From an optimization exercise on the open Yosys and OpenROAD flow, aimed at a short achievable clock period and few clock cycles; shortcuts taken in it are not production practice.
At most, simulation tests tie the RTL to the original design; equivalence was not proved.
Only the layout flow was run in run 1; the RTL was not checked for function there.
Power and IR drop assume default switching activity.

File: design/flow/config.mk
export PLATFORM = sky130hd
export DESIGN_NAME = pipelineProcessor
export DESIGN_NICKNAME = pipelineProcessor
export VERILOG_FILES = /design/flow/design.v
export SDC_FILE = /design/flow/constraint.sdc
export NUM_CORES = 4
export LEC_CHECK = 0
export ABC_CLOCK_PERIOD_IN_PS = 3000
export CAP_MARGIN = 20
export CORE_MARGIN = 2
export CORE_UTILIZATION = 40
export PLACE_DENSITY = 0.6
export SLEW_MARGIN = 20
export TNS_END_PERCENT = 100
File: design/flow/constraint.sdc
create_clock -name core_clock -period 9.0 [get_ports {clk}]
set_input_delay 1.8000 -clock core_clock [delete_from_list [all_inputs] [get_ports {clk}]]
set_output_delay 1.8000 -clock core_clock [all_outputs]
set_load 0.01 [all_outputs]
File: design/flow/design.v
module ks_add #(parameter W = 32) (
	input  [W-1:0] a,
	input  [W-1:0] b,
	input          cin,
	output [W-1:0] s,
	output         cout);
	reg [W:0] g, p, gn, pn;
	integer l, i;
	always @(*) begin
		g = {a & b, cin};
		p = {a ^ b, 1'b0};
		for (l = 0; (1 << l) <= W; l = l + 1) begin
			for (i = 0; i <= W; i = i + 1) begin
				if (i >= (1 << l)) begin
					gn[i] = g[i] | (p[i] & g[i - (1 << l)]);
					pn[i] = p[i] & p[i - (1 << l)];
				end
				else begin
					gn[i] = g[i];
					pn[i] = p[i];
				end
			end
			g = gn;
			p = pn;
		end
	end
	assign s = a ^ b ^ g[W-1:0];
	assign cout = g[W];
endmodule
module pipelineProcessor(
	input clk,
	input reset,
	output [31:0]  inst_addr,
	input  [31:0]  instr,
	output [31:0]  data_addr,
	output  [31:0]  data_out,
	output        mem_read,
	output          mem_write,
	input  [31:0]  data_in
	);
	reg [31:2] pc;
	reg        ifid_v;
	reg [31:0] ifid_ir;
	reg [31:2] ifid_pc4;
	reg        idex_we, idex_mr, idex_mw, idex_br;
	reg [4:0]  idex_rd;
	reg [31:0] idex_a, idex_b, idex_bx, idex_sd;
	reg        idex_fa_em, idex_fb_em, idex_fs_em;
	reg        idex_sub, idex_and, idex_or, idex_slt;
	reg [31:2] idex_tgt;
	reg        exmem_we, exmem_mr, exmem_mw;
	reg [4:0]  exmem_rd;
	reg [31:0] exmem_res, exmem_sd;
	reg        memwb_we;
	reg [4:0]  memwb_rd;
	reg [31:0] memwb_res;
	reg        ifid_imm, ifid_lw, ifid_sw, ifid_bex, ifid_bsame;
	reg        ifid_use_rs, ifid_use_rt, ifid_we, ifid_sub, ifid_slt, ifid_and, ifid_or;
	reg [4:0]  ifid_rd;
	reg [31:0] ifid_rs_oh, ifid_rt_oh;
	wire [31:2] pc4;
	ks_add #(30) pc_inc (.a(pc), .b(30'd0), .cin(1'b1), .s(pc4), .cout());
	wire if_j = (instr[31:26] == 6'b000010);
	wire [31:2] if_jt = {pc4[31:28], instr[25:0]};
	wire [5:0] f_op = instr[31:26];
	wire f_rtype = (f_op == 6'b000000);
	wire f_addi  = (f_op == 6'b001000) | (f_op == 6'b001001);
	wire f_lw    = (f_op == 6'b100011);
	wire f_sw    = (f_op == 6'b101011);
	wire f_beq   = (f_op == 6'b000100) & (instr[15:0] != 16'd0);
	wire f_same  = (instr[25:21] == instr[20:16]);
	wire f_bex   = f_beq & ~f_same;    
	wire f_short = (instr[15:3] == 13'h0000) | (instr[15:3] == 13'h1fff);
	wire if_bs   = f_beq & f_same & f_short;
	wire [16*30-1:0] if_bts;
	genvar gk;
	generate
		for (gk = 0; gk < 16; gk = gk + 1) begin : bts
			wire [29:0] off = {{26{gk[3]}}, gk[3:0]} + 30'd1;
			ks_add #(30) add (.a(pc), .b(off), .cin(1'b0), .s(if_bts[gk*30 +: 30]), .cout());
		end
	endgenerate
	wire [31:2] if_bt = if_bts[instr[3:0]*30 +: 30];
	wire [4:0] f_rd = f_rtype ? instr[15:11] : instr[20:16];
	wire [31:0] f_rs_oh = 32'd1 << instr[25:21];
	wire [31:0] f_rt_oh = 32'd1 << instr[20:16];
	wire [4:0] rs = ifid_ir[25:21];
	wire [4:0] rt = ifid_ir[20:16];
	wire [15:0] imm = ifid_ir[15:0];
	wire [32*32-1:0] rfq;
	assign rfq[31:0] = 32'd0;
	genvar gi;
	generate
		for (gi = 1; gi < 32; gi = gi + 1) begin : regs
			reg [31:0] q;
			always @(posedge clk)
				if (memwb_we && memwb_rd == gi)
					q <= memwb_res;
			assign rfq[gi*32 +: 32] = q;
		end
	endgenerate
	reg [31:0] rd_s, rd_t;
	integer ri;
	always @(*) begin
		rd_s = 32'd0;
		rd_t = 32'd0;
		for (ri = 1; ri < 32; ri = ri + 1) begin
			rd_s = rd_s | ({32{ifid_rs_oh[ri]}} & rfq[ri*32 +: 32]);
			rd_t = rd_t | ({32{ifid_rt_oh[ri]}} & rfq[ri*32 +: 32]);
		end
	end
	wire wb_hit_s = memwb_we & (memwb_rd == rs);
	wire wb_hit_t = memwb_we & (memwb_rd == rt);
	wire [31:0] rf_s = wb_hit_s ? memwb_res : rd_s;
	wire [31:0] rf_t = wb_hit_t ? memwb_res : rd_t;
	wire [31:0] sext = {{16{imm[15]}}, imm};
	wire [31:2] d_tgt;
	ks_add #(30) id_badd (.a(ifid_pc4), .b({{14{imm[15]}}, imm}), .cin(1'b0), .s(d_tgt), .cout());
	wire em_s = idex_we & (idex_rd == rs);
	wire em_t = idex_we & (idex_rd == rt);
	wire mw_s = exmem_we & (exmem_rd == rs);
	wire mw_t = exmem_we & (exmem_rd == rt);
	wire [31:0] mem_val = exmem_mr ? data_in : exmem_res;
	wire stall = ifid_v & idex_mr & ((ifid_use_rs & em_s) | (ifid_use_rt & em_t));
	wire [31:0] ex_a  = idex_fa_em ? exmem_res : idex_a;
	wire [31:0] ex_b  = idex_fb_em ? exmem_res : idex_b;
	wire [31:0] ex_sd = idex_fs_em ? exmem_res : idex_sd;
	wire [31:0] ex_fbx = exmem_res ^ {32{idex_sub}};
	wire [31:0] sum00, sum01, sum10, sum11;
	wire        c00, c01, c10, c11;
	ks_add #(32) ex_add00 (.a(idex_a),    .b(idex_bx), .cin(idex_sub), .s(sum00), .cout(c00));
	ks_add #(32) ex_add01 (.a(idex_a),    .b(ex_fbx),  .cin(idex_sub), .s(sum01), .cout(c01));
	ks_add #(32) ex_add10 (.a(exmem_res), .b(idex_bx), .cin(idex_sub), .s(sum10), .cout(c10));
	ks_add #(32) ex_add11 (.a(exmem_res), .b(ex_fbx),  .cin(idex_sub), .s(sum11), .cout(c11));
	wire [31:0] ex_sum  = idex_fa_em ? (idex_fb_em ? sum11 : sum10) : (idex_fb_em ? sum01 : sum00);
	wire        ex_cout = idex_fa_em ? (idex_fb_em ? c11 : c10) : (idex_fb_em ? c01 : c00);
	wire ex_lt = ~ex_cout ^ ex_a[31] ^ ex_b[31];
	wire [31:0] ex_res = idex_slt ? {31'd0, ex_lt} :
	                     idex_and ? (ex_a & ex_b) :
	                     idex_or  ? (ex_a | ex_b) : ex_sum;
	wire ex_taken = idex_br & (idex_fa_em ? (exmem_res == idex_b) :
	                           idex_fb_em ? (idex_a == exmem_res) : (idex_a == idex_b));
	wire id_taken = ifid_v & ifid_bsame;
	always @(posedge clk) begin
		if (reset)
			pc <= 30'h00000C00;
		else if (ex_taken)
			pc <= idex_tgt;
		else if (id_taken)
			pc <= d_tgt;
		else if (stall)
			pc <= pc;
		else if (if_j)
			pc <= if_jt;
		else if (if_bs)
			pc <= if_bt;
		else
			pc <= pc4;
	end
	always @(posedge clk) begin
		if (reset | ex_taken | id_taken)
			ifid_v <= 1'b0;
		else if (!stall)
			ifid_v <= ~(if_j | if_bs);
		if (!stall) begin
			ifid_ir  <= instr;
			ifid_pc4 <= pc4;
			ifid_imm   <= f_addi | f_lw | f_sw;
			ifid_lw    <= f_lw;
			ifid_sw    <= f_sw;
			ifid_bex   <= f_bex;
			ifid_bsame <= f_beq & f_same & ~f_short;
			ifid_use_rs <= f_rtype | f_addi | f_lw | f_sw | f_bex;
			ifid_use_rt <= f_rtype | f_sw | f_bex;
			ifid_we    <= (f_rtype | f_addi | f_lw) & (f_rd != 5'd0);
			ifid_rd    <= f_rd;
			ifid_sub   <= f_rtype & (instr[1] | instr[3]);
			ifid_slt   <= f_rtype & instr[3];
			ifid_and   <= f_rtype & ~instr[3] & instr[2] & ~instr[0];
			ifid_or    <= f_rtype & ~instr[3] & instr[2] & instr[0];
			ifid_rs_oh <= f_rs_oh;
			ifid_rt_oh <= f_rt_oh;
		end
	end
	wire id_go = ifid_v & ~stall & ~ex_taken;
	wire [31:0] d_b = ifid_imm ? sext : (mw_t ? mem_val : rf_t);
	always @(posedge clk) begin
		if (reset) begin
			idex_we <= 1'b0;
			idex_mr <= 1'b0;
			idex_mw <= 1'b0;
			idex_br <= 1'b0;
		end
		else begin
			idex_we <= id_go & ifid_we;
			idex_mr <= id_go & ifid_lw;
			idex_mw <= id_go & ifid_sw;
			idex_br <= id_go & ifid_bex;
		end
		idex_rd  <= ifid_rd;
		idex_a   <= mw_s ? mem_val : rf_s;
		idex_b   <= d_b;
		idex_bx  <= d_b ^ {32{ifid_sub}};
		idex_sd  <= mw_t ? mem_val : rf_t;
		idex_fa_em <= em_s;
		idex_fb_em <= em_t & ~ifid_imm;
		idex_fs_em <= em_t;
		idex_sub <= ifid_sub;
		idex_slt <= ifid_slt;
		idex_and <= ifid_and;
		idex_or  <= ifid_or;
		idex_tgt <= d_tgt;
	end
	always @(posedge clk) begin
		if (reset) begin
			exmem_we <= 1'b0;
			exmem_mr <= 1'b0;
			exmem_mw <= 1'b0;
		end
		else begin
			exmem_we <= idex_we;
			exmem_mr <= idex_mr;
			exmem_mw <= idex_mw;
		end
		exmem_rd  <= idex_rd;
		exmem_res <= ex_res;
		exmem_sd  <= ex_sd;
	end
	assign data_addr = exmem_res;
	assign data_out  = exmem_sd;
	assign mem_read  = exmem_mr;
	assign mem_write = exmem_mw;
	always @(posedge clk) begin
		if (reset)
			memwb_we <= 1'b0;
		else
			memwb_we <= exmem_we;
		memwb_rd  <= exmem_rd;
		memwb_res <= mem_val;
	end
	assign inst_addr = {pc, 2'b00};
endmodule
File: design/flow/flow/run.sh
#!/bin/bash
# Standard layout, with the timing repair aiming further below the clock
# period and free to resize cells to any footprint.
set -o pipefail
export SETUP_SLACK_MARGIN=5.5
bash standard.sh MATCH_CELL_FOOTPRINT=0 finish > standard.log 2>&1
File: design/flow/standard.sh
#!/bin/bash
# synth_recipe.tcl (not shown) runs the flow's synth.tcl, then flattens the netlist and writes it again
# the make line also repeats each setting of config.mk as NAME=value (left out here)
make -C /OpenROAD-flow-scripts/flow DESIGN_CONFIG=/design/flow/config.mk WORK_HOME=/design/flow/orfs CLKGATE_MAP_FILE= SYNTH_SCRIPT=/design/flow/synth_recipe.tcl "${@:-finish}"
==> results of run 1 <==
[per-stage QoR]
step                      setup WS, ps  utilization (%)
after global placement            3010             43.1
after global routing              5030             48.1
final                             5150             48.1
after CTS                         5220             47.4
after detailed placement          3010             43.1
after floorplan                   4440                -
[how the worst max path moves through the flow]
stage	endpoint	slack [ps]	depth (start not counted)
after floorplan	exmem_res[0]	4440	19
after global placement	pc[25]	3010	12
after detailed placement	pc[25]	3010	12
after CTS	exmem_res[0]	5220	16
after global routing	exmem_res[0]	5030	16
final	exmem_res[0]	5150	16
[cell usage after synthesis (all sizes together) (32+ instances only)]
| cell | number |
|---|---|
| xor2 | 153 |
| a22oi | 395 |
| nor2b | 38 |
| ha | 172 |
| o21a | 34 |
| mux2 | 62 |
| and3 | 39 |
| mux2i | 119 |
| a22o | 258 |
| nor4 | 47 |
| a222oi | 65 |
| nand2b | 32 |
| dfxtp | 315 |
| buf | 90 |
| a21oi | 197 |
| nand2 | 294 |
| inv | 136 |
| a21o | 54 |
| nor3 | 139 |
| clkbuf | 343 |
| a31oi | 36 |
| a221oi | 292 |
| nand3 | 150 |
| o211ai | 98 |
| o21ai | 262 |
| nand4 | 180 |
| nor2 | 333 |
| edfxtp | 1127 |
| xnor2 | 231 |
| a211oi | 53 |
[power groups by stage]
| stage | clock, mW | sequential (mW) | combinational [mW] |
|---|---|---|---|
| final | 6.45 | 9.14 | 6.13 |
| after CTS | 6.43 | 9.11 | 5.75 |
| after detailed placement | 0 | 9.36 | 5.09 |
| after global placement | 0 | 9.33 | 5.04 |
| after global routing | 6.70 | 9.19 | 6.50 |
| after floorplan | 0 | 8.87 | 3.52 |
[area by class of cell]
type | instances | area, µm²
clock buffers | 202 | 4240
repair buffers | 547 | 5380
repair inverters | 1 | 7.51
well taps | 2355 | 2950
inverters | 140 | 578
clock inverters | 82 | 790
fillers | 15800 | 92700
multi-input cells | 4126 | 31600
flip-flops and latches | 1442 | 40400
diodes | 6 | 15.0
[sequential cells by signal, summed over array words and instances, names as in the netlist, 31 cells and up]
name / cells
exmem_res: 32
idex_sd: 32
memwb_res: 32
regs.q: 992
ifid_rt_oh: 31
idex_b: 32
ifid_rs_oh: 31
idex_bx: 32
exmem_sd: 32
idex_a: 32
[logic make-up (layout without fill, tap and decap cells)]
group | after synthesis | after routing | synth area share (%)
adders and majority gates | 175 | 175 | 3.07
buffers and inverters | 573 | 972 | 3.10
DFF | 1442 | 1442 | 55.8
AOI/OAI and AO/OA | 1994 | 1994 | 20.8
other | 1 | 8 | 0.00521
muxes | 197 | 197 | 3.13
and+or+nand+nor | 1371 | 1374 | 9.46
xor gates and xnor gates | 384 | 384 | 4.67
[repair_timing]
item,4_1_cts,5_1_grt
pin swaps,68,64
setup buffers,138,55
gates cloned,14,3
resized for setup,414,185
setup endpoints to repair,165,79
[layer usage]
metal | vias up | share of wire (%)
met5 | - | 0.015
met3 | 1553 | 16
met2 | 6382 | 40
met4 | 8 | 7.3
li1 | 25100 | -
met1 | 31300 | 36
[worst max-delay path, cell delays in order, from the launching register on]
cell	delay, ps
dfxtp_4	390
clkinvlp_4	130
buf_12	180
ha_4	300
inv_2	50
ha_4	300
o21a_1	130
o211ai_1	110
a211o_1	350
a2111oi_4	320
buf_4	200
o31a_1	200
a41o_1	210
nand2_1	60
a311o_1	350
o2111ai_1	110
or3b_1	350
[cell usage in the layout (no fill, tap or decap), types with 143 or more instances in the layout]
master | netlist | routed
edfxtp_1 | 1127 | 1127
a22oi_1 | 395 | 390
buf_4 | 6 | 323
nor2_1 | 332 | 291
nand2_1 | 294 | 287
a221oi_1 | 291 | 284
a22o_1 | 258 | 258
dfxtp_1 | 315 | 251
xnor2_1 | 231 | 224
o21ai_0 | 252 | 216
nand4_1 | 178 | 178
a21oi_1 | 196 | 174
clkbuf_16 | 0 | 172
xor2_1 | 153 | 149
nand3_1 | 150 | 143
==> results.txt, run 1 <==
- Count of input and output buffers: 161
- Post-synth top area cell: edfxtp_1
- Net Sw Frac: 34.0%
- Vias in the first global route: 59900
- Wire length per cell: 37.9 µm
- DIE WIDTH: 428 µm
- HPWL after DPL: 190 mm
- Critical-path maximum fanout: 14
- DR vias/cell: 7.23
- Fin Setup TNS: 0 ps
- Seq/Total Area, Yosys: 55.8%
- GR Util met2: 49.2%
- #FFs+latches synth: 1442
- Initial Util: 40.3%
- Area growth syn-to-layout: 19.4%
- Share of layout cells above drive strength 1: 16.5%
- Number of synthesized flops with an enable pin: 1127
- Setup-failing EPs final: 0
- Synth Flop Type: edfxtp_1
- CTS tree: yes
- Power Internal: 14.3 mW
- Hold Path End: idex_and
- First-pass GRT wire length: 459 mm
- Highest clock rate: 260 MHz
- CTS sink cnt: 1442
- Post-DP Area: 76900 µm²
- Final Power: 21.7 mW
- Final period utilization: 42.8%
- Max-slew violations: 0
- NumNets Final: 6654
- Synth area leaders: edfxtp_1 47%, dfxtp_1 8.8%, a22oi_1 4.1%
- Post-Layout Cell Count: 8901
- DR vias: 64300
- RSZ-0062 raised after global routing: yes
- R2R setup slack: 5150 ps
- # IOs: 164
- Root buf cell: clkbuf_16
- Drt drc: 0
- Worst-case reg-to-reg path depth: 16
- WP data required: 9700 ps
- Hold Slack: 337 ps
- Synth top area share: 47.0%
- Hold Vio Cnt, Final: 0
- Clock skew: 42.1 ps
- Yosys cell types: 99
- Reg2reg start: idex_sub
- Synth Warn #: 3
- Remaining antenna violation count: 0
- Hold path depth: 0
- Sequential Power Share: 42.1%
- Worst setup EP type: register
- Die area: 183000 µm²
- Max rail drop VDD: 0.185 mV
- M3 GR Usage: 13.4%
- Drt pass-1 iters: 10
- Core area: 179000 µm²
- Synthesized cell area: 71900 µm²
- CTS max path bufs: 3
- Outcome: complete, no violations
- M1 GR Usage: 46.1%
- Drt initial violations: 14200
- Worst Tran Pin Value: 1330 ps
- LEAKAGE: 30.9 nW
- Grt ovf: 0
- Worst hold path class: register to register
- Max H-tree Level: 4
- Placement Rows: 155
- Skew-Pair Late Insertion Delay: 830 ps
- Clk pwr share: 29.7%
- Pwr dens: 253 nW/µm²
- Pin count of the biggest net entering global routing: 70
- Setup CP Type: register to register
- Beginning of the critical path: idex_sub
- Post-synthesis average cell area: 11.7 µm²
- Routed WL: 338 mm
- Finished Cell Area: 85900 µm²
- Chip height: 428 µm
- Comb pwr share: 28.2%
- GRT Total Usage: 35.1%
- Total CTS buffers: 155
- Hold buffer count at cts: 0
- Max cap viols: 0
- Post-Syn Instances: 6137
- Reg clk slew, reported paths: 70 ps
- HP Start: ifid_and
- Initial antenna violation count: 12
- Critical Path Source Type: register
- Most Crowded Layer GR: met2
- Worst relative slew slack: 11.6%
- Async S/R FF share, synth: 0%
- Post-layout min period: 3850 ps
- Worst path arrival time: 4560 ps
- Reg2reg end: exmem_res[0]
- Routability Congestion: 0.960
- Sw Pwr: 7.38 mW
- DP Cell Count: 8401
==> run 2: changes to the inputs <==
--- a/design/flow/design.v
+++ b/design/flow/design.v
@@ -56,2 +56,3 @@
 	reg [31:0] memwb_res;
+	reg [31:1] memwb_wen;    
 	reg        ifid_imm, ifid_lw, ifid_sw, ifid_bex, ifid_bsame;
@@ -96,3 +97,3 @@
 			always @(posedge clk)
-				if (memwb_we && memwb_rd == gi)
+				if (memwb_wen[gi])
 					q <= memwb_res;
@@ -232,2 +233,3 @@
 	assign mem_write = exmem_mw;
+	wire [31:0] wen_oh = 32'd1 << exmem_rd;
 	always @(posedge clk) begin
@@ -238,2 +240,6 @@
 		memwb_rd  <= exmem_rd;
+		if (reset)
+			memwb_wen <= 31'd0;
+		else
+			memwb_wen <= exmem_we ? wen_oh[31:1] : 31'd0;
 		memwb_res <= mem_val;
==> results.txt, run 2 <==
- HPWL after DPL: 186 mm (-1.8%)
- Final worst-path setup slack: 5200 ps (+48.6 ps)
- Yosys cell types: 99 (unchanged)
- Max rail drop VDD: 0.163 mV (-12%)
- Synth area leaders: edfxtp_1 47%, dfxtp_1 9.6%, a22oi_1 4.1%
- Post-synth top cells: 1127 x edfxtp_1, 400 x a22oi_1, 346 x dfxtp_1
- Clock skew: 42.8 ps (+0.683 ps)
- DR vias: 65100 (+1.2%)
- Core area: 180000 µm² (+0.97%)
- M1 GR Usage: 46.0% (-0.079 points)
- Seq/Total Area, Yosys: 56.3% (+0.52 points)
- CTS sink cnt: 1473 (+2.1%)
- DIE WIDTH: 429 µm (+0.30%)
- LEAKAGE: 30.6 nW (-0.94%)
- Grt ovf: 0 (unchanged)
- Placement Rows: 156 (+0.65%)
- Post-synthesis average cell area: 11.8 µm² (+0.72%)
- Final core occ: 47.7% (-0.42 points)
- First-pass GRT wire length: 463 mm (+0.88%)
- Initial Util: 40.1% (-0.15 points)
- Max-slew violations: 0 (unchanged)
- Area growth syn-to-layout: 18.8%
- Slowest CP cell: or4_1
- Vias in the first global route: 60400 (+0.73%)
- Largest family of logic cells by synthesized area: compound AO/OA/AOI/OAI gates
- Synthesized cell area: 72400 µm² (+0.61%)
- Max reg flops: 992 (unchanged)
- Routed WL: 344 mm (+1.9%)
- Fillers: 16200 (+2.7%)
- CP max stage delay: 400 ps (about the same)
- Drt drc: 0 (unchanged)
- Count leader, synth: edfxtp_1
- Worst hold path class: register to register
- Share of layout cells above drive strength 1: 16.8% (+0.23 points)
- Post-place setup slack: 2880 ps (-126 ps)
- GR Util met2: 49.0% (-0.19 points)
- Hold buffer count at cts: 0 (unchanged)
- Async S/R FF share, synth: 0% (unchanged)
- Area share of xor/xnor cells in the synthesized design: 4.72% (+0.044 points)
- Worst relative slew slack: 19.6% (+8.0 points)
- Worst path arrival time: 4470 ps (-90 ps)
- Worst Tran Pin Value: 1210 ps (-120 ps)
- WP data required: 9670 ps (-30 ps)
- CTS tree: yes
- Final period utilization: 42.3% (-0.54 points)
- Synth Warn #: 3 (unchanged)
- Setup-failing EPs final: 0 (unchanged)
- Routability Congestion: 0.998 (+3.9%)
- Post-layout min period: 3800 ps (-48.6 ps)
- Reg clk slew, reported paths: 60 ps (about the same)
- Crit path cell chain: buf_12 > clkinvlp_4 > buf_12 > ha_4 > inv_2 > ha_4 > a21o_1 > or4_1 > o211ai_1 > buf_4 > nor4_4 > buf_4 > a311oi_4 > nor2_2 > a21oi_2 > xnor2_1 > mux2i_1 > a2111oi_2
- Skew-Pair Late Insertion Delay: 810 ps (-20 ps)
- M3 GR Usage: 14.3% (+0.88 points)
- Synth top area share: 46.8% (-0.28 points)
- CTS max path bufs: 3 (unchanged)
- # IOs: 164 (unchanged)
- Pin count of the biggest net entering global routing: 65 (-7.1%)
- #FFs+latches synth: 1473 (+2.1%)
- Remaining antenna violation count: 0 (unchanged)
- Synth Flop Type: edfxtp_1
- Fin Setup TNS: 0 ps (unchanged)
- Die area: 184000 µm² (+0.60%)
- Adder-cell share of the synthesized area: 3.06% (-0.019 points)
- Post-synth top area cell: edfxtp_1
- DR vias/cell: 7.31 (+1.1%)
- RSZ-0062 raised after global routing: yes
- Drt initial violations: 14100 (-1.0%)
- Hold Vio Cnt, Final: 0 (unchanged)
- Worst setup EP type: register
- Pwr dens: 253 nW/µm² (+0.21%)
- Drt pass-1 iters: 13 (+3)
- Critical path buffers and inverters: 6 (+2)
- Multiplexer share of the synthesized area: 3.01% (-0.12 points)
- NumNets Final: 6642 (-0.18%)
- Root buf cell: clkbuf_16
- Most frequent cells in the layout: 1127 x edfxtp_1, 398 x a22oi_1, 317 x buf_4
- Total CTS buffers: 154 (-0.65%)
- Critical-path maximum fanout: 10 (-4)
- Synth Area in Compound Gates: 20.3% (-0.43 points)
- Initial antenna violation count: 12 (unchanged)
- Number of synthesized flops with an enable pin: 1127 (unchanged)
- Outcome: complete, no violations
- Synth Area in Simple Gates: 9.44% (-0.019 points)
- Post-Syn Instances: 6130 (-0.11%)
- Chip height: 429 µm (+0.30%)
- Most common cell after layout, fill and taps aside: edfxtp_1
- Most Crowded Layer GR: met2
- Max cap viols: 0 (unchanged)
- GRT Total Usage: 35.4% (+0.33 points)
- Critical Path Source Type: register
- CP top delay family: compound AO/OA/AOI/OAI gates
- Wire length per cell: 38.6 µm (+1.8%)
- Highest clock rate: 263 MHz (+1.3%)
- Count of input and output buffers: 161 (unchanged)
- Max H-tree Level: 4 (unchanged)
- Most flop-heavy register: regs.q
- Setup CP Type: register to register
## run 2: changes by cell type in the layout (fill, tap and decap cells not counted), sizes merged, moves of 13 or more
cell | before | now
a221oi | 292 | 279
inv | 143 | 119
clkdlybuf4s50 | 44 | 60
dlymetal6s2s | 98 | 76
dfxtp | 315 | 346
xor2 | 153 | 166
nor3 | 139 | 158
a31oi | 36 | 49
o22ai | 16 | 29
buf | 379 | 366
## run 2: final timing paths
path / slack, ps / start / cells past startpoint / end
setup / recovery: 5200 / idex_sub / 18 / exmem_res[27]
setup reg to reg: 5200 / idex_sub / 18 / exmem_res[27]
hold / removal: 340 / ifid_and / 0 / idex_and
hold reg to reg: 340 / ifid_and / 0 / idex_and
## run 2: final cells by class
type | count | area, µm² | area share [%]
sequential | 1473 | 41000 | 47.7
timing repair buffer | 534 | 5200 | 6.05
timing repair inverter | 1 | 7.51 | 0.00873
clock inverter | 81 | 703 | 0.818
tap | 2370 | 2970 | 3.45
multi-input combinational | 4120 | 31300 | 36.4
clock buffer | 203 | 4270 | 4.96
inverter | 117 | 467 | 0.543
antenna | 12 | 30.0 | 0.0349
## run 2: metal layers
metal,routed length (µm),share of wire (%)
met5,69,0.020
met4,27900,8.1
met3,58000,17
met2,137000,40
met1,122000,35
## run 2: metrics by stage
step	power (mW)	hold slack, ps	area (µm²)	instances
2_1_floorplan	12.4	323	72800	6131
3_3_place_gp	14.4	326	76700	8388
3_5_place_dp	14.4	327	76700	8388
4_1_cts	21.3	340	84400	8818
5_1_grt	22.4	345	86000	8900
6_report	21.8	339	86000	8911
## run 2: kinds of logic after synthesis
group / Yosys count
XOR/XNOR: 390
AND/OR/NAND/NOR: 1374
other: 1
AO/OA/AOI/OAI: 1978
buffers and inverters: 545
flip-flops: 1473
multiplexers: 194
adder cells (fa/ha/maj): 175
## run 2: timing repair
item / 4_1_cts / 5_1_grt
pin swaps: 61 / 86
endpoints found under the setup margin: 145 / 70
gates resized for setup: 431 / 206
gates cloned: 12 / 12
setup buffers: 134 / 69
## run 2: power breakdown
group / total [mW] / switching [mW] / internal, mW
registers: 9.37 / 1.00 / 8.37
logic: 5.98 / 3.58 / 2.40
clock network: 6.42 / 2.82 / 3.61
Testbench counts of run 2, summed over its fixed seeds: cycles 63,284.
==> run 3: changes to the inputs <==
--- a/design/flow/design.v
+++ b/design/flow/design.v
@@ -56,3 +56,2 @@
 	reg [31:0] memwb_res;
-	reg [31:1] memwb_wen;    
 	reg        ifid_imm, ifid_lw, ifid_sw, ifid_bex, ifid_bsame;
@@ -73,13 +72,2 @@
 	wire f_bex   = f_beq & ~f_same;    
-	wire f_short = (instr[15:3] == 13'h0000) | (instr[15:3] == 13'h1fff);
-	wire if_bs   = f_beq & f_same & f_short;
-	wire [16*30-1:0] if_bts;
-	genvar gk;
-	generate
-		for (gk = 0; gk < 16; gk = gk + 1) begin : bts
-			wire [29:0] off = {{26{gk[3]}}, gk[3:0]} + 30'd1;
-			ks_add #(30) add (.a(pc), .b(off), .cin(1'b0), .s(if_bts[gk*30 +: 30]), .cout());
-		end
-	endgenerate
-	wire [31:2] if_bt = if_bts[instr[3:0]*30 +: 30];
 	wire [4:0] f_rd = f_rtype ? instr[15:11] : instr[20:16];
@@ -97,3 +85,3 @@
 			always @(posedge clk)
-				if (memwb_wen[gi])
+				if (memwb_we && memwb_rd == gi)
 					q <= memwb_res;
@@ -155,4 +143,2 @@
 			pc <= if_jt;
-		else if (if_bs)
-			pc <= if_bt;
 		else
@@ -164,3 +150,3 @@
 		else if (!stall)
-			ifid_v <= ~(if_j | if_bs);
+			ifid_v <= ~if_j;
 		if (!stall) begin
@@ -172,3 +158,3 @@
 			ifid_bex   <= f_bex;
-			ifid_bsame <= f_beq & f_same & ~f_short;
+			ifid_bsame <= f_beq & f_same;
 			ifid_use_rs <= f_rtype | f_addi | f_lw | f_sw | f_bex;
@@ -233,3 +219,2 @@
 	assign mem_write = exmem_mw;
-	wire [31:0] wen_oh = 32'd1 << exmem_rd;
 	always @(posedge clk) begin
@@ -240,6 +225,2 @@
 		memwb_rd  <= exmem_rd;
-		if (reset)
-			memwb_wen <= 31'd0;
-		else
-			memwb_wen <= exmem_we ? wen_oh[31:1] : 31'd0;
 		memwb_res <= mem_val;
==> results.txt, run 3 <==
- Outcome: complete, no violations
- #FFs+latches synth: 1442 (-2.1%)
- Count leader, synth: edfxtp_1
- Synth Warn #: 3 (unchanged)
- Vias in the first global route: 53800 (-11%)
- R2R setup slack: 5450 ps (+250 ps)
- Max cap viols: 0 (unchanged)
- Reg clk slew, reported paths: 60 ps (about the same)
- Yosys cell types: 87 (-12%)
- Post-Syn Instances: 5403 (-12%)
- Hold Vio Cnt, Final: 0 (unchanged)
- Setup CP Type: register to register
- Post-synth top area cell: edfxtp_1
- Final Power: 21.2 mW (-2.5%)
- Root buf cell: clkbuf_16
- Count of input and output buffers: 161 (unchanged)
- RSZ-0062 raised after global routing: yes
- CP top delay family: simple AND/OR/NAND/NOR gates
- Most flop-heavy register: regs.q
- # IOs: 164 (unchanged)
- DP Cell Count: 7581 (-9.6%)
- WP data required: 9660 ps (about the same)
- Synthesized cell area: 67200 µm² (-7.2%)
- Final worst-path setup slack: 5450 ps (+252 ps)
- Post-Layout Cell Count: 7958 (-11%)
- Slowest CP cell: nand3_2
- DR vias: 57800 (-11%)
- Fillers: 14700 (-9.1%)
- Initial antenna violation count: 12 (unchanged)
- CTS tree: yes
- Share of layout cells above drive strength 1: 13.3% (-3.5 points)
- Critical-path maximum fanout: 16 (+6)
- Sw Pwr: 7.07 mW (-4.4%)
- Max-slew violations: 0 (unchanged)
- Most frequent cells in the layout: 1127 x edfxtp_1, 386 x a22oi_1, 268 x a221oi_1
- Core area: 167000 µm² (-7.4%)
- Critical Path End: idex_bx[7]
- Wire length per cell: 39.2 µm (+1.4%)
- Reg2reg end: idex_bx[7]
- DR vias/cell: 7.26 (-0.67%)
- Crit path cell chain: xor2_1 > nor4_4 > nand3_2 > o211ai_1 > o21ai_0 > mux2_2 > xor2_1
- Total CTS buffers: 156 (+1.3%)
- Max rail drop VDD: 0.209 mV (+28%)
- Synth area leaders: edfxtp_1 50%, dfxtp_1 9.4%, a22oi_1 4.3%
- Critical Path Source Type: register
- Comb pwr share: 25.4% (-2.1 points)
- Grt ovf: 0 (unchanged)
- Die area: 171000 µm² (-7.1%)
- Async S/R FF share, synth: 0% (unchanged)
- Most used cell along the critical path: xor2_1
- Drt initial violations: 12100 (-14%)
- Post-synth top cells: 1127 x edfxtp_1, 386 x a22oi_1, 315 x dfxtp_1
- Initial Util: 40.2% (+0.092 points)
- Worst setup EP type: register
- LEAKAGE: 28.1 nW (-8.2%)
- Clk pwr share: 31.1% (+1.6 points)
- NumNets Final: 5837 (-12%)
- Setup-failing EPs final: 0 (unchanged)
- Chip height: 414 µm (-3.6%)
- Post-place setup slack: 3500 ps (+622 ps)
- Synth Flop Type: edfxtp_1
- Routed WL: 312 mm (-9.5%)
- Drt drc: 0 (unchanged)
- CP max stage delay: 740 ps (+340 ps)
- Sequential Power Share: 43.5% (+0.5 points)
- Worst-case reg-to-reg path depth: 7 (-11)
- Max reg flops: 992 (unchanged)
- Routability Congestion: 0.971 (-2.7%)
- Worst Tran Pin Value: 1250 ps (+44.9 ps)
- DIE WIDTH: 414 µm (-3.6%)
- Worst hold path class: register to register
- Remaining antenna violation count: 0 (unchanged)
- HPWL after DPL: 175 mm (-6.3%)
- Highest clock rate: 282 MHz (+7.1%)
- Critical Path Stages: 7 (-11)
- Number of synthesized flops with an enable pin: 1127 (unchanged)
- Synth top area share: 50.4% (+3.6 points)
- Post-synthesis average cell area: 12.4 µm² (+5.3%)
- Max H-tree Level: 4 (unchanged)
- Worst relative slew slack: 16.3% (-3.4 points)
- Seq/Total Area, Yosys: 59.8% (+3.4 points)
- Reg2reg start: ifid_ir[17]
- Fin Setup TNS: 0 ps (unchanged)
- First-pass GRT wire length: 421 mm (-9.1%)
- Beginning of the critical path: ifid_ir[17]
- CTS sink cnt: 1442 (-2.1%)
- Skew-Pair Late Insertion Delay: 810 ps (about the same)
- Worst path arrival time: 4210 ps (-260 ps)
- Area growth syn-to-layout: 17.4%
- Hold buffer count at cts: 0 (unchanged)
- Most common cell after layout, fill and taps aside: edfxtp_1
- Power Internal: 14.2 mW (-1.5%)
- Placement Rows: 150 (-3.8%)
- Pwr dens: 269 nW/µm² (+6.3%)
- Post-layout min period: 3550 ps (-252 ps)
- Drt pass-1 iters: 15 (+2)
- CTS max path bufs: 3 (unchanged)
- Final core occ: 47.2% (-0.45 points)
- Final period utilization: 39.5% (-2.8 points)
- GRT Total Usage: 35.2% (-0.20 points)
- Hold path depth: 0 (unchanged)
- Pin count of the biggest net entering global routing: 84 (+29%)
- Clock skew: 38.9 ps (-3.93 ps)
- Net Sw Frac: 33.3% (-0.66 points)
- Critical path buffers and inverters: 0 (-6)
-- run 3: worst min path at each step --
stage / from / end / slack (ps)
floorplan: ifid_and / idex_and / 320
global placement: ifid_or / idex_or / 330
detailed placement: ifid_rd[0] / idex_rd[0] / 330
CTS: ifid_or / idex_or / 330
global route: ifid_rd[1] / idex_rd[1] / 350
finish: ifid_rd[0] / idex_rd[0] / 340
-- run 3: per-stage QoR --
stage	hold slack (ps)	cell area [µm²]
6_report	340	78900
5_1_grt	350	78900
4_1_cts	334	78200
3_5_place_dp	327	72000
3_3_place_gp	326	72000
2_1_floorplan	323	67600
-- run 3: cell type report --
type | instances | area, µm² | area share (%)
Timing Repair Buffer | 382 | 3620 | 4.58
Sequential cell | 1442 | 40300 | 51.1
Antenna cell | 12 | 30.0 | 0.0381
Tap cell | 2204 | 2760 | 3.50
Multi-Input combinational cell | 3525 | 26600 | 33.7
Clock inverter | 68 | 753 | 0.955
Clock buffer | 221 | 4460 | 5.65
Inverter | 103 | 394 | 0.500
Timing Repair inverter | 1 | 7.51 | 0.00951
-- run 3: logic make-up (layout without fill, tap and decap cells) --
logic type / Yosys count / in the layout / synth area share, %
buf+inv: 440 / 775 / 2.49
compound gates: 1736 / 1736 / 19.5
simple gates: 1130 / 1133 / 8.19
flops: 1442 / 1442 / 59.8
mux: 170 / 170 / 2.82
xor+xnor: 324 / 324 / 4.25
fa+ha+maj: 160 / 160 / 3.01
other cells: 1 / 14 / 0.00558
-- run 3: worst register-to-register path: stages, from the launching register on --
cell	delay [ps]
edfxtp_1	460
xor2_1	220
nor4_4	570
nand3_2	740
o211ai_1	440
o21ai_0	380
mux2_2	450
xor2_1	150
-- run 3: power by group through the flow --
stage,clock network (mW),logic [mW],registers (mW)
3_3_place_gp,0,4.66,9.43
2_1_floorplan,0,3.17,8.92
6_report,6.60,5.40,9.23
3_5_place_dp,0,4.66,9.46
4_1_cts,6.59,5.03,9.19
5_1_grt,6.86,5.71,9.29
-- run 3: what timing repair did --
action	in CTS	in global routing
pin swaps	9	14
setup endpoints to repair	167	81
resized for setup	198	100
gates cloned	3	2
setup buffers	56	14
-- run 3: metal layers --
metal	vias to the layer above	GRT usage [%]	part of all wire, %
li1	22200	-	-
met2	5933	48.7	40
met3	1549	15.2	17
met4	10	21.3	8.0
met1	28100	45.3	35
met5	-	0.170	0.023
Testbench counts of run 3, summed over its fixed seeds: cycles 64,940.
==> run 4: changes to the inputs <==
--- a/design/flow/design.v
+++ b/design/flow/design.v
@@ -56,2 +56,3 @@
 	reg [31:0] memwb_res;
+	reg [31:1] memwb_wen;    
 	reg        ifid_imm, ifid_lw, ifid_sw, ifid_bex, ifid_bsame;
@@ -72,2 +73,13 @@
 	wire f_bex   = f_beq & ~f_same;    
+	wire f_short = (instr[15:3] == 13'h0000) | (instr[15:3] == 13'h1fff);
+	wire if_bs   = f_beq & f_same & f_short;
+	wire [16*30-1:0] if_bts;
+	genvar gk;
+	generate
+		for (gk = 0; gk < 16; gk = gk + 1) begin : bts
+			wire [29:0] off = {{26{gk[3]}}, gk[3:0]} + 30'd1;
+			ks_add #(30) add (.a(pc), .b(off), .cin(1'b0), .s(if_bts[gk*30 +: 30]), .cout());
+		end
+	endgenerate
+	wire [31:2] if_bt = if_bts[instr[3:0]*30 +: 30];
 	wire [4:0] f_rd = f_rtype ? instr[15:11] : instr[20:16];
@@ -85,3 +97,3 @@
 			always @(posedge clk)
-				if (memwb_we && memwb_rd == gi)
+				if (memwb_wen[gi])
 					q <= memwb_res;
@@ -116,11 +128,14 @@
 	wire [31:0] ex_sd = idex_fs_em ? exmem_res : idex_sd;
-	wire [31:0] ex_fbx = exmem_res ^ {32{idex_sub}};
-	wire [31:0] sum00, sum01, sum10, sum11;
-	wire        c00, c01, c10, c11;
-	ks_add #(32) ex_add00 (.a(idex_a),    .b(idex_bx), .cin(idex_sub), .s(sum00), .cout(c00));
-	ks_add #(32) ex_add01 (.a(idex_a),    .b(ex_fbx),  .cin(idex_sub), .s(sum01), .cout(c01));
-	ks_add #(32) ex_add10 (.a(exmem_res), .b(idex_bx), .cin(idex_sub), .s(sum10), .cout(c10));
-	ks_add #(32) ex_add11 (.a(exmem_res), .b(ex_fbx),  .cin(idex_sub), .s(sum11), .cout(c11));
-	wire [31:0] ex_sum  = idex_fa_em ? (idex_fb_em ? sum11 : sum10) : (idex_fb_em ? sum01 : sum00);
-	wire        ex_cout = idex_fa_em ? (idex_fb_em ? c11 : c10) : (idex_fb_em ? c01 : c00);
+	wire [31:0] sum00, sum01a, sum01s, sum10, sum11;
+	wire        c00, c01a, c01s, c10, c11;
+	ks_add #(32) ex_add00  (.a(idex_a),    .b(idex_bx),    .cin(idex_sub), .s(sum00),  .cout(c00));
+	ks_add #(32) ex_add01a (.a(idex_a),    .b(exmem_res),  .cin(1'b0),     .s(sum01a), .cout(c01a));
+	ks_add #(32) ex_add01s (.a(idex_a),    .b(~exmem_res), .cin(1'b1),     .s(sum01s), .cout(c01s));
+	ks_add #(32) ex_add10  (.a(exmem_res), .b(idex_bx),    .cin(idex_sub), .s(sum10),  .cout(c10));
+	assign sum11 = idex_sub ? 32'd0 : {exmem_res[30:0], 1'b0};
+	assign c11   = idex_sub | exmem_res[31];
+	wire [31:0] ex_sum  = idex_fa_em ? (idex_fb_em ? sum11 : sum10) :
+	                      (idex_fb_em ? (idex_sub ? sum01s : sum01a) : sum00);
+	wire        ex_cout = idex_fa_em ? (idex_fb_em ? c11 : c10) :
+	                      (idex_fb_em ? (idex_sub ? c01s : c01a) : c00);
 	wire ex_lt = ~ex_cout ^ ex_a[31] ^ ex_b[31];
@@ -143,2 +158,4 @@
 			pc <= if_jt;
+		else if (if_bs)
+			pc <= if_bt;
 		else
@@ -150,3 +167,3 @@
 		else if (!stall)
-			ifid_v <= ~if_j;
+			ifid_v <= ~(if_j | if_bs);
 		if (!stall) begin
@@ -158,3 +175,3 @@
 			ifid_bex   <= f_bex;
-			ifid_bsame <= f_beq & f_same;
+			ifid_bsame <= f_beq & f_same & ~f_short;
 			ifid_use_rs <= f_rtype | f_addi | f_lw | f_sw | f_bex;
@@ -219,2 +236,3 @@
 	assign mem_write = exmem_mw;
+	wire [31:0] wen_oh = 32'd1 << exmem_rd;
 	always @(posedge clk) begin
@@ -225,2 +243,6 @@
 		memwb_rd  <= exmem_rd;
+		if (reset)
+			memwb_wen <= 31'd0;
+		else
+			memwb_wen <= exmem_we ? wen_oh[31:1] : 31'd0;
 		memwb_res <= mem_val;
==> results.txt, run 4 <==
- Comb pwr share: 24.2% (-1.2 points)
- Max rail drop VDD: 0.162 mV (-22%)
- Post-Layout Cell Count: 8898 (+12%)
- Max-slew violations: 0 (unchanged)
- Most common cell after layout, fill and taps aside: edfxtp_1
- Initial antenna violation count: 15 (+3)
- Post-synthesis average cell area: 11.6 µm² (-6.7%)
- HPWL after DPL: 191 mm (+9.1%)
- Fin Setup TNS: 0 ps (unchanged)
- Setup CP Type: register to register
- Power Internal: 14.1 mW (-0.66%)
- CP max stage delay: 1000 ps (+260 ps)
- Clk pwr share: 31.3% (+0.2 points)
- Skew-Pair Late Insertion Delay: 820 ps (about the same)
- Worst path arrival time: 4300 ps (+90 ps)
- Initial Util: 40.2% (about the same)
- Routed WL: 339 mm (+8.8%)
- Final worst-path setup slack: 5340 ps (-107 ps)
- Setup-failing EPs final: 0 (unchanged)
- Drt initial violations: 13600 (+12%)
- LEAKAGE: 30.5 nW (+8.7%)
- RSZ-0062 raised after global routing: yes
- Pin count of the biggest net entering global routing: 70 (-17%)
- Worst Tran Pin Value: 1350 ps (+98.7 ps)
- Count of input and output buffers: 161 (unchanged)
- DR vias: 64000 (+11%)
- Critical-path maximum fanout: 21 (+5)
- Routability Congestion: 0.990 (+2.0%)
- # IOs: 164 (unchanged)
- CTS tree: yes
- Most frequent cells in the layout: 1127 x edfxtp_1, 382 x a22oi_1, 342 x nor2_1
- Placement Rows: 155 (+3.3%)
- Hold Vio Cnt, Final: 0 (unchanged)
- Sw Pwr: 6.99 mW (-1.1%)
- Synth Warn #: 3 (unchanged)
- Die area: 183000 µm² (+6.7%)
- Most flop-heavy register: regs.q
- Yosys cell types: 101 (+16%)
- WP data required: 9640 ps (-20 ps)
- Clock skew: 34.6 ps (-4.28 ps)
- GRT Total Usage: 35.8% (+0.55 points)
- Worst hold path class: register to register
- Post-place setup slack: 3210 ps (-293 ps)
- Worst relative slew slack: 7.47% (-8.8 points)
- CTS sink cnt: 1473 (+2.1%)
- Vias in the first global route: 60100 (+12%)
- Critical Path Source Type: register
- NumNets Final: 6646 (+14%)
- Crit path cell chain: buf_4 > a22o_1 > a221oi_1 > nand4_1 > nor3_1 > nand2_1 > o211ai_1 > o21ai_0
- Highest clock rate: 273 MHz (-2.9%)
- CTS max path bufs: 3 (unchanged)
- Area growth syn-to-layout: 18.3%
- Synth area leaders: edfxtp_1 47%, dfxtp_1 9.7%, a22oi_1 4.0%
- Max reg flops: 992 (unchanged)
- Final Power: 21.1 mW (-0.81%)
- Async S/R FF share, synth: 0% (unchanged)
- Synthesized cell area: 71700 µm² (+6.8%)
- Reg clk slew, reported paths: 60 ps (about the same)
- Core area: 178000 µm² (+6.8%)
- Count leader, synth: edfxtp_1
- Worst setup EP type: register
- Outcome: complete, no violations
- Total CTS buffers: 154 (-1.3%)
- DR vias/cell: 7.20 (-0.82%)
- Grt ovf: 0 (unchanged)
- Slowest CP cell: nor3_1
- Hold Slack: 340 ps (+0.0790 ps)
- #FFs+latches synth: 1473 (+2.1%)
- First-pass GRT wire length: 460 mm (+9.4%)
- DIE WIDTH: 428 µm (+3.3%)
- Remaining antenna violation count: 0 (unchanged)
- Critical path buffers and inverters: 1 (+1)
- DP Cell Count: 8441 (+11%)
- Max H-tree Level: 4 (unchanged)
- Synth top area share: 47.2% (-3.2 points)
- Number of synthesized flops with an enable pin: 1127 (unchanged)
- CP top delay family: simple AND/OR/NAND/NOR gates
- Share of layout cells above drive strength 1: 15.8% (+2.5 points)
- Post-Syn Instances: 6183 (+14%)
- Synth Flop Type: edfxtp_1
- Drt pass-1 iters: 17 (+2)
- Final period utilization: 40.7% (+1.2 points)
- Max cap viols: 0 (unchanged)
- Wire length per cell: 38.1 µm (-2.7%)
- Drt drc: 0 (unchanged)
- Net Sw Frac: 33.2% (-0.10 points)
- Post-synth top cells: 1127 x edfxtp_1, 382 x a22oi_1, 358 x nor2_1
- Post-synth top area cell: edfxtp_1
- Root buf cell: clkbuf_16
- Seq/Total Area, Yosys: 56.8% (-2.9 points)
- Post-layout min period: 3660 ps (+107 ps)
- Chip height: 428 µm (+3.3%)
- Sequential Power Share: 44.5% (+1.0 points)
- Pwr dens: 248 nW/µm² (-7.8%)
[run 4: layer usage]
metal	global-route usage (%)	vias up	wire length [µm]
li1	-	25100	-
met1	45.9	31000	120000
met2	49.5	6323	136000
met3	14.7	1636	55700
met4	23.0	19	28000
met5	0.313	-	202
[run 4: repair_timing]
| action | 4_1_cts | 5_1_grt |
|---|---|---|
| hold buffers | 0 | 0 |
| hold endpoints to repair | 0 | 0 |
| setup buffers | 95 | 48 |
| setup endpoints to repair | 255 | 149 |
| gates resized for setup | 470 | 202 |
| pin swaps | 54 | 92 |
| gates cloned | 16 | 1 |
[run 4: worst register-to-register path, cell delays in order (launching register included)]
cell      delay [ps]
edfxtp_1         830
buf_4            550
a22o_1           310
a221oi_1         210
nand4_1          150
nor3_1          1000
nand2_1          140
o211ai_1         150
o21ai_0          170
[run 4: worst paths after layout]
check | start | endpoint | slack (ps) | cells past startpoint
min | ifid_rd[2] | idex_rd[2] | 340 | 0
min reg2reg | ifid_rd[2] | idex_rd[2] | 340 | 0
max | ifid_rs_oh[26] | idex_a[11] | 5340 | 8
max reg2reg | ifid_rs_oh[26] | idex_a[11] | 5340 | 8
[run 4: final cells by class]
class	count	area, µm²
fillers	16000	93500
flip-flops and latches	1473	41000
multi-input cells	4130	30300
repair buffers	497	4920
clock buffers	215	4320
well taps	2355	2950
clock inverters	71	810
inverters	145	564
diodes	10	25.0
repair inverters	2	12.5
[run 4: kinds of logic (layout without fill, tap and decap cells)]
| family | count (synthesis) | count (layout) | share of synthesized area, % |
|---|---|---|---|
| multiplexers | 151 | 151 | 2.23 |
| buffers and inverters | 584 | 930 | 3.15 |
| other | 1 | 12 | 0.00523 |
| flip-flops | 1473 | 1473 | 56.8 |
| AND/OR/NAND/NOR | 1438 | 1440 | 9.82 |
| AO/OA/AOI/OAI | 2043 | 2044 | 21.0 |
| adder cells (fa/ha/maj) | 177 | 177 | 3.13 |
| XOR/XNOR | 316 | 316 | 3.86 |
[run 4: stage by stage]
| step | util [%] | cell area (µm²) |
|---|---|---|
| final | 47.6 | 84900 |
| after global routing | 47.6 | 84900 |
| after CTS | 46.8 | 83600 |
| after detailed placement | 42.7 | 76200 |
| after global placement | 42.7 | 76200 |
| after floorplan | - | 72000 |
[run 4: power groups by stage]
stage,clock network [mW],logic [mW],registers (mW)
global route,6.85,5.42,9.43
CTS,6.59,4.76,9.34
global placement,0,4.35,9.50
finish,6.59,5.10,9.37
detailed placement,0,4.38,9.52
floorplan,0,2.91,9.04
Testbench counts of run 4, summed over its fixed seeds: cycles 63,284.
==> run 5: changes to the inputs <==
--- a/design/flow/flow/run.sh
+++ b/design/flow/flow/run.sh
@@ -4,3 +4,3 @@
 set -o pipefail
-export SETUP_SLACK_MARGIN=5.5
+export SETUP_SLACK_MARGIN=6.2
 bash standard.sh MATCH_CELL_FOOTPRINT=0 finish > standard.log 2>&1
==> results.txt, run 5 <==
- Beginning of the critical path: instr[8]
- # IOs: 164 (unchanged)
- Wire length per cell: 39.1 µm (+2.7%)
- M1 GR Usage: 47.7% (+1.8 points)
- M3 GR Usage: 15.6% (+0.87 points)
- Post-synthesis average cell area: 11.6 µm² (unchanged)
- CP top delay family: compound AO/OA/AOI/OAI gates
- DR vias: 67600 (+5.6%)
- Pwr dens: 245 nW/µm² (-1.3%)
- Setup-failing EPs final: 0 (unchanged)
- CP max stage delay: 630 ps (-370 ps)
- Most flop-heavy register: regs.q
- Worst Tran Pin Value: 1230 ps (-115 ps)
- HP Start: ifid_rd[0]
- Placement Rows: 155 (unchanged)
- Routed WL: 363 mm (+7.0%)
- Finished Cell Area: 91900 µm² (+8.3%)
- Core area: 178000 µm² (unchanged)
- Yosys cell types: 101 (unchanged)
- Area share of xor/xnor cells in the synthesized design: 3.86% (unchanged)
- Synth Area in Simple Gates: 9.82% (unchanged)
- CTS max path bufs: 3 (unchanged)
- Final period utilization: 40.1% (-0.57 points)
- Clock skew: 28.0 ps (-6.57 ps)
- NumNets Final: 7014 (+5.5%)
- Hold Vio Cnt, Final: 0 (unchanged)
- Seq/Total Area, Yosys: 56.8% (unchanged)
- Worst setup EP type: register
- WP data required: 9670 ps (+30 ps)
- Worst hold path class: register to register
- Post-layout min period: 3610 ps (-51.5 ps)
- Chip height: 428 µm (unchanged)
- Worst path arrival time: 4280 ps (-20 ps)
- Critical Path Source Type: input port
- Most used cell along the critical path: buf_4
- Final core occ: 51.5% (+3.9 points)
- First-pass GRT wire length: 477 mm (+3.5%)
- Synthesized cell area: 71700 µm² (unchanged)
- Post-Syn Instances: 6183 (unchanged)
- Synth Warn #: 3 (unchanged)
- Drt initial violations: 14600 (+7.8%)
- Reg2reg start: ifid_ir[0]
- Post-synth top cells: 1127 x edfxtp_1, 382 x a22oi_1, 358 x nor2_1
- Count leader, synth: edfxtp_1
- Reg clk slew, reported paths: 60 ps (about the same)
- Critical path buffers and inverters: 4 (+3)
- Number of synthesized flops with an enable pin: 1127 (unchanged)
- Post-synth top area cell: edfxtp_1
- Die area: 183000 µm² (unchanged)
- Share of layout cells above drive strength 1: 27.4% (+12 points)
- Remaining antenna violation count: 0 (unchanged)
- Drt drc: 0 (unchanged)
- DIE WIDTH: 428 µm (unchanged)
- Initial Util: 40.2% (unchanged)
- LEAKAGE: 32.8 nW (+7.4%)
- Drt pass-1 iters: 13 (-4)
- Largest family of logic cells by synthesized area: compound AO/OA/AOI/OAI gates
- GRT Total Usage: 37.1% (+1.3 points)
- Pin count of the biggest net entering global routing: 64 (-8.6%)
- Total CTS buffers: 154 (unchanged)
- Highest clock rate: 277 MHz (+1.4%)
- Max rail drop VDD: 0.149 mV (-8.1%)
- Initial antenna violation count: 15 (unchanged)
- Crit path cell chain: clkbuf_4 > nand4_1 > nor4_4 > a41oi_2 > buf_4 > nor3_4 > buf_12 > nor2_2 > buf_4 > a221oi_1 > a21oi_2 > nand3_1 > a31oi_1
- Max H-tree Level: 4 (unchanged)
- Post-DP Area: 76500 µm² (+0.39%)
- #FFs+latches synth: 1473 (unchanged)
- Max-slew violations: 0 (unchanged)
- Multiplexer share of the synthesized area: 2.23% (unchanged)
- Routability Congestion: 0.975 (-1.5%)
- Async S/R FF share, synth: 0% (unchanged)
- CTS sink cnt: 1473 (unchanged)
- Root buf cell: clkbuf_16
- Setup CP Type: input port to register
- Most Crowded Layer GR: met2
- Adder-cell share of the synthesized area: 3.13% (unchanged)
- Most common cell after layout, fill and taps aside: edfxtp_1
- CTS tree: yes
- Count of input and output buffers: 161 (unchanged)
- Outcome: complete, no violations
- Slowest CP cell: a221oi_1
- Vias in the first global route: 61600 (+2.6%)
- Skew-Pair Late Insertion Delay: 820 ps (about the same)
- Synth top area share: 47.2% (unchanged)
- Synth Flop Type: edfxtp_1
- Most frequent cells in the layout: 1127 x edfxtp_1, 492 x buf_4, 382 x a22oi_1
- Worst relative slew slack: 17.7% (+10 points)
- Max reg flops: 992 (unchanged)
- Area growth syn-to-layout: 28.1%
- Synth Area in Compound Gates: 21.0% (unchanged)
- Max cap viols: 0 (unchanged)
- DR vias/cell: 7.29 (+1.3%)
- Grt ovf: 0 (unchanged)
- Synth area leaders: edfxtp_1 47%, dfxtp_1 9.7%, a22oi_1 4.0%
- RSZ-0062 raised after global routing: yes
- GR Util met2: 51.1% (+1.6 points)
- Fin Setup TNS: 0 ps (unchanged)
- Critical-path maximum fanout: 4 (-81%)
- HPWL after DPL: 193 mm (+1.2%)
-- run 5: cell counts after synthesis --
Identical to the previous run, type by type.
-- run 5: where the power goes --
| group | internal, mW | leakage [nW] | total, mW | switching (mW) |
|---|---|---|---|---|
| clock | 3.79 | 2.52 | 6.65 | 2.86 |
| combinational | 2.76 | 16.8 | 6.59 | 3.83 |
| sequential | 8.36 | 13.5 | 9.27 | 0.906 |
-- run 5: worst paths after layout --
path,end,slack [ps],cells after the start
max reg2reg,pc[30],5570,14
max,pc[24],5390,13
min,idex_rd[0],340,0
min reg2reg,idex_rd[0],340,0
-- run 5: final cells by class --
class                           count  area (µm²)
Timing Repair Buffer              860        9180
Timing Repair inverter              5        38.8
Sequential cell                  1473       41100
Tap cell                         2355        2950
Multi-Input combinational cell   4132       32900
Fill cell                       15400       86500
Inverter                          145         596
Antenna cell                       17        42.5
Clock buffer                      195        4290
Clock inverter                     89         891
-- run 5: repair_timing --
| item | in CTS | in global routing |
|---|---|---|
| pin swaps | 200 | 251 |
| cloned | 26 | 24 |
| hold buffers | 0 | 0 |
| setup buffers | 295 | 174 |
| endpoints found under the setup margin | 441 | 312 |
| resized for setup | 1237 | 526 |
-- run 5: logic make-up after synthesis --
group,count (synthesis)
xor+xnor,316
buf+inv,584
fa+ha+maj,177
compound gates,2043
flops,1473
other cells,1
mux,151
simple gates,1438
-- run 5: per-layer routing --
metal	up-vias	wire length [µm]
li1	25800	-
met1	32600	124000
met2	7240	142000
met3	1991	64300
met4	23	32100
met5	-	565
-- run 5: per-stage QoR --
step           cells  setup WS (ps)  hold WS [ps]  total power, mW
2_1_floorplan   6184           5000           323             12.1
3_3_place_gp    8451           3250           326             14.0
3_5_place_dp    8451           3210           331             14.0
4_1_cts         9056           5540           345             21.7
5_1_grt         9257           5400           350             23.1
6_report        9271           5390           343             22.5
==> run 6: changes to the inputs <==
==> design/flow/flow/run.sh (replaced) <==
#!/bin/bash
# Standard layout, with the timing repair aiming further below the clock period.
set -o pipefail
export SETUP_SLACK_MARGIN=5.5
bash standard.sh > standard.log 2>&1
==> results.txt, run 6 <==
- Outcome: complete, no violations
- Post-synth top area cell: edfxtp_1
- DR vias/cell: 7.24 (-0.79%)
- NumNets Final: 6632 (-5.4%)
- RSZ-0062 raised after global routing: yes
- GRT Total Usage: 35.7% (-1.4 points)
- DP Cell Count: 8436 (-0.18%)
- Post-synth top cells: 1127 x edfxtp_1, 382 x a22oi_1, 358 x nor2_1
- Chip height: 428 µm (unchanged)
- Critical-path maximum fanout: 15 (+11)
- Post-place setup slack: 3290 ps (+80.5 ps)
- CTS tree: yes
- Synth Flop Type: edfxtp_1
- Root buf cell: clkbuf_16
- Max H-tree Level: 4 (unchanged)
- # IOs: 164 (unchanged)
- Most used cell along the critical path: buf_12
- Sw Pwr: 6.97 mW (-8.2%)
- Highest clock rate: 277 MHz (about the same)
- CP max stage delay: 410 ps (-220 ps)
- LEAKAGE: 29.7 nW (-9.2%)
- Worst setup EP type: register
- Most frequent cells in the layout: 1127 x edfxtp_1, 381 x a22oi_1, 345 x nor2_1
- Reg area: 41000 µm² (-0.19%)
- Crit path cell chain: buf_8 > buf_12 > buf_12 > inv_12 > nor4_4 > a41oi_2 > or3_4 > buf_12 > nor2_4 > a31oi_4 > buf_12 > or2_4 > nand2_4 > buf_12 > a21oi_4 > nand3_1 > a31oi_1
- Worst relative slew slack: 17.8% (+0.14 points)
- Routed WL: 339 mm (-6.6%)
- Sequential Power Share: 44.5% (+3.3 points)
- Synth top area share: 47.2% (unchanged)
- DR vias: 64300 (-5.0%)
- Post-Syn Instances: 6183 (unchanged)
- Share of layout cells above drive strength 1: 15.6% (-12 points)
- Critical Path Source Type: input port
- Die area: 183000 µm² (unchanged)
- Most common cell after layout, fill and taps aside: edfxtp_1
- Routability Congestion: 0.981 (+0.64%)
- Max cap viols: 0 (unchanged)
- Clk pwr share: 31.2% (+1.7 points)
- #FFs+latches synth: 1473 (unchanged)
- Hold buffer count at cts: 0 (unchanged)
- Count of input and output buffers: 161 (unchanged)
- Area growth syn-to-layout: 17.9%
- Synth area leaders: edfxtp_1 47%, dfxtp_1 9.7%, a22oi_1 4.0%
- Hold Vio Cnt, Final: 0 (unchanged)
- Reg clk slew, reported paths: 70 ps (about the same)
- First-pass GRT wire length: 460 mm (-3.6%)
- DIE WIDTH: 428 µm (unchanged)
- Worst hold path class: register to register
- Wire length per cell: 38.2 µm (-2.4%)
- Synthesized cell area: 71700 µm² (unchanged)
- Post-layout min period: 3610 ps (+2.21 ps)
- Drt drc: 0 (unchanged)
- Remaining antenna violation count: 0 (unchanged)
- Max-slew violations: 0 (unchanged)
- Final core occ: 47.4% (-4.1 points)
- Pin count of the biggest net entering global routing: 72 (+13%)
- Comb pwr share: 24.3% (-5.0 points)
- Most flop-heavy register: regs.q
- Setup CP Type: input port to register
- Drt pass-1 iters: 12 (-1)
- Drt initial violations: 14700 (+0.31%)
- Async S/R FF share, synth: 0% (unchanged)
- Fin Setup TNS: 0 ps (unchanged)
- CTS sink cnt: 1473 (unchanged)
- Final worst-path setup slack: 5390 ps (-2.21 ps)
- Total CTS buffers: 152 (-1.3%)
- Number of synthesized flops with an enable pin: 1127 (unchanged)
- Worst path arrival time: 4260 ps (-20 ps)
- Max rail drop VDD: 0.144 mV (-3.4%)
- Setup-failing EPs final: 0 (unchanged)
- Yosys cell types: 101 (unchanged)
- Max reg flops: 992 (unchanged)
- Worst Tran Pin Value: 1200 ps (-36.3 ps)
- Initial Util: 40.2% (unchanged)
- Slowest CP cell: or3_4
- Final period utilization: 40.1% (about the same)
- Power Internal: 14.1 mW (-5.5%)
- Net Sw Frac: 33.1% (-0.66 points)
- Clock skew: 43.5 ps (+15.4 ps)
- Vias in the first global route: 59700 (-3.1%)
- HPWL after DPL: 191 mm (-0.98%)
- Initial antenna violation count: 19 (+4)
- Fillers: 16000 (+4.5%)
- Synth Warn #: 3 (unchanged)
- Grt ovf: 0 (unchanged)
- Placement Rows: 155 (unchanged)
- WP data required: 9650 ps (-20 ps)
- Count leader, synth: edfxtp_1
- Skew-Pair Late Insertion Delay: 810 ps (about the same)
- Pwr dens: 249 nW/µm² (+1.7%)
- Area of the multi-input gates: 30400 µm² (-7.5%)
- Seq/Total Area, Yosys: 56.8% (unchanged)
- CTS max path bufs: 3 (unchanged)
- Post-synthesis average cell area: 11.6 µm² (unchanged)
- Post-Layout Cell Count: 8878 (-4.2%)
- Core area: 178000 µm² (unchanged)
-- run 6: layer usage --
metal	routed length (µm)	track usage [%]	up-vias	share of wire (%)
met3	57400	14.2	1681	17
met5	272	0.521	-	0.080
met4	27400	22.2	22	8.1
met2	135000	49.1	6523	40
met1	119000	46.7	31000	35
li1	-	-	25000	-
-- run 6: power groups by stage --
stage          Combinational [mW]  Sequential (mW)  Clock (mW)
2_1_floorplan                2.91             9.04           0
3_3_place_gp                 4.36             9.51           0
3_5_place_dp                 4.36             9.53           0
4_1_cts                      4.72             9.36        6.57
5_1_grt                      5.40             9.45        6.85
6_report                     5.11             9.38        6.58
-- run 6: worst paths after layout --
path / endpoint / cells past startpoint / start / slack [ps]
worst max-delay path: pc[24] / 17 / instr[3] / 5390
worst min register to register: idex_and / 0 / ifid_and / 340
worst max register to register: exmem_res[0] / 14 / exmem_res[12] / 5440
worst min-delay path: idex_and / 0 / ifid_and / 340
-- run 6: area by class of cell --
type	instances	share of cell area, %
antenna	9	0.0266
clock buffer	212	5.20
clock inverter	67	0.846
inverter	145	0.683
multi-input combinational	4131	35.9
sequential	1473	48.5
tap	2355	3.48
timing repair buffer	485	5.36
timing repair inverter	1	0.00592
-- run 6: kinds of logic after synthesis --
family	Yosys count	synth area share, %
compound gates	2043	21.0
flops	1473	56.8
simple gates	1438	9.82
buf+inv	584	3.15
xor+xnor	316	3.86
fa+ha+maj	177	3.13
mux	151	2.23
other cells	1	0.00523
-- run 6: metrics by stage --
stage / area, µm² / hold WS (ps) / power, mW
CTS: 83300 / 342 / 20.7
floorplan: 72000 / 323 / 12.0
finish: 84600 / 342 / 21.1
global route: 84600 / 346 / 21.7
global placement: 76100 / 328 / 13.9
detailed placement: 76100 / 329 / 13.9
-- run 6: timing repair --
action                                 4_1_cts  5_1_grt
cloned                                      14        2
endpoints found under the hold margin        0        0
resized for setup                          463      226
pin swaps                                   51       88
setup endpoints to repair                  222      141
buffers inserted                            94       44
-- run 6: worst max-delay path, delay by kind of cell --
kind            cells  cell delay (ps)
compound gates      4              320
buf+inv             7              770
simple gates        6             1360

[port drivers added, routing unchanged]
The results above use ideal ports. As a check the final layouts listed here were re-extracted and re-timed, cells and wires unchanged. Step 1 (the two cells are an assumption about what drives the block):
set clk [get_ports {clk}]
set_driving_cell -lib_cell sky130_fd_sc_hd__clkbuf_16 $clk
set_driving_cell -lib_cell sky130_fd_sc_hd__buf_2 [delete_from_list [all_inputs] $clk]
Step 2 moves the port delays by t, midway between the first and last clock arrival at a register: inputs arrive t later, outputs are due t later. That takes back most of the time a late clock gives input paths. Three values: no drivers, after step 1, after step 2; two values: the first two.
run | t, ns | slack for setup (ns) | worst hold slack (ns) | clock arrival spread, ns
run 1 | 0.889 | 5.147 / 5.147 / 4.559 | 0.337 / 0.337 / 0.337 | 0.047 / 0.047
run 2 | 0.877 | 5.196 / 5.196 / 4.575 | 0.339 / 0.339 / 0.339 | 0.046 / 0.047
run 3 | 0.885 | 5.448 / 5.448 / 4.731 | 0.340 / 0.340 / 0.340 | 0.042 / 0.042
run 4 | 0.898 | 5.341 / 5.298 / 4.400 | 0.340 / 0.340 / 0.340 | 0.038 / 0.038
run 5 | 0.886 | 5.392 / 5.250 / 4.364 | 0.343 / 0.343 / 0.343 | 0.031 / 0.030
run 6 | 0.871 | 5.390 / 5.327 / 4.457 | 0.342 / 0.342 / 0.342 | 0.043 / 0.043
After both steps every run listed still meets setup and hold. For run 5, which loses most, drivers alone change the setup slack by -0.142 ns; drivers and shift together by -1.028 ns.
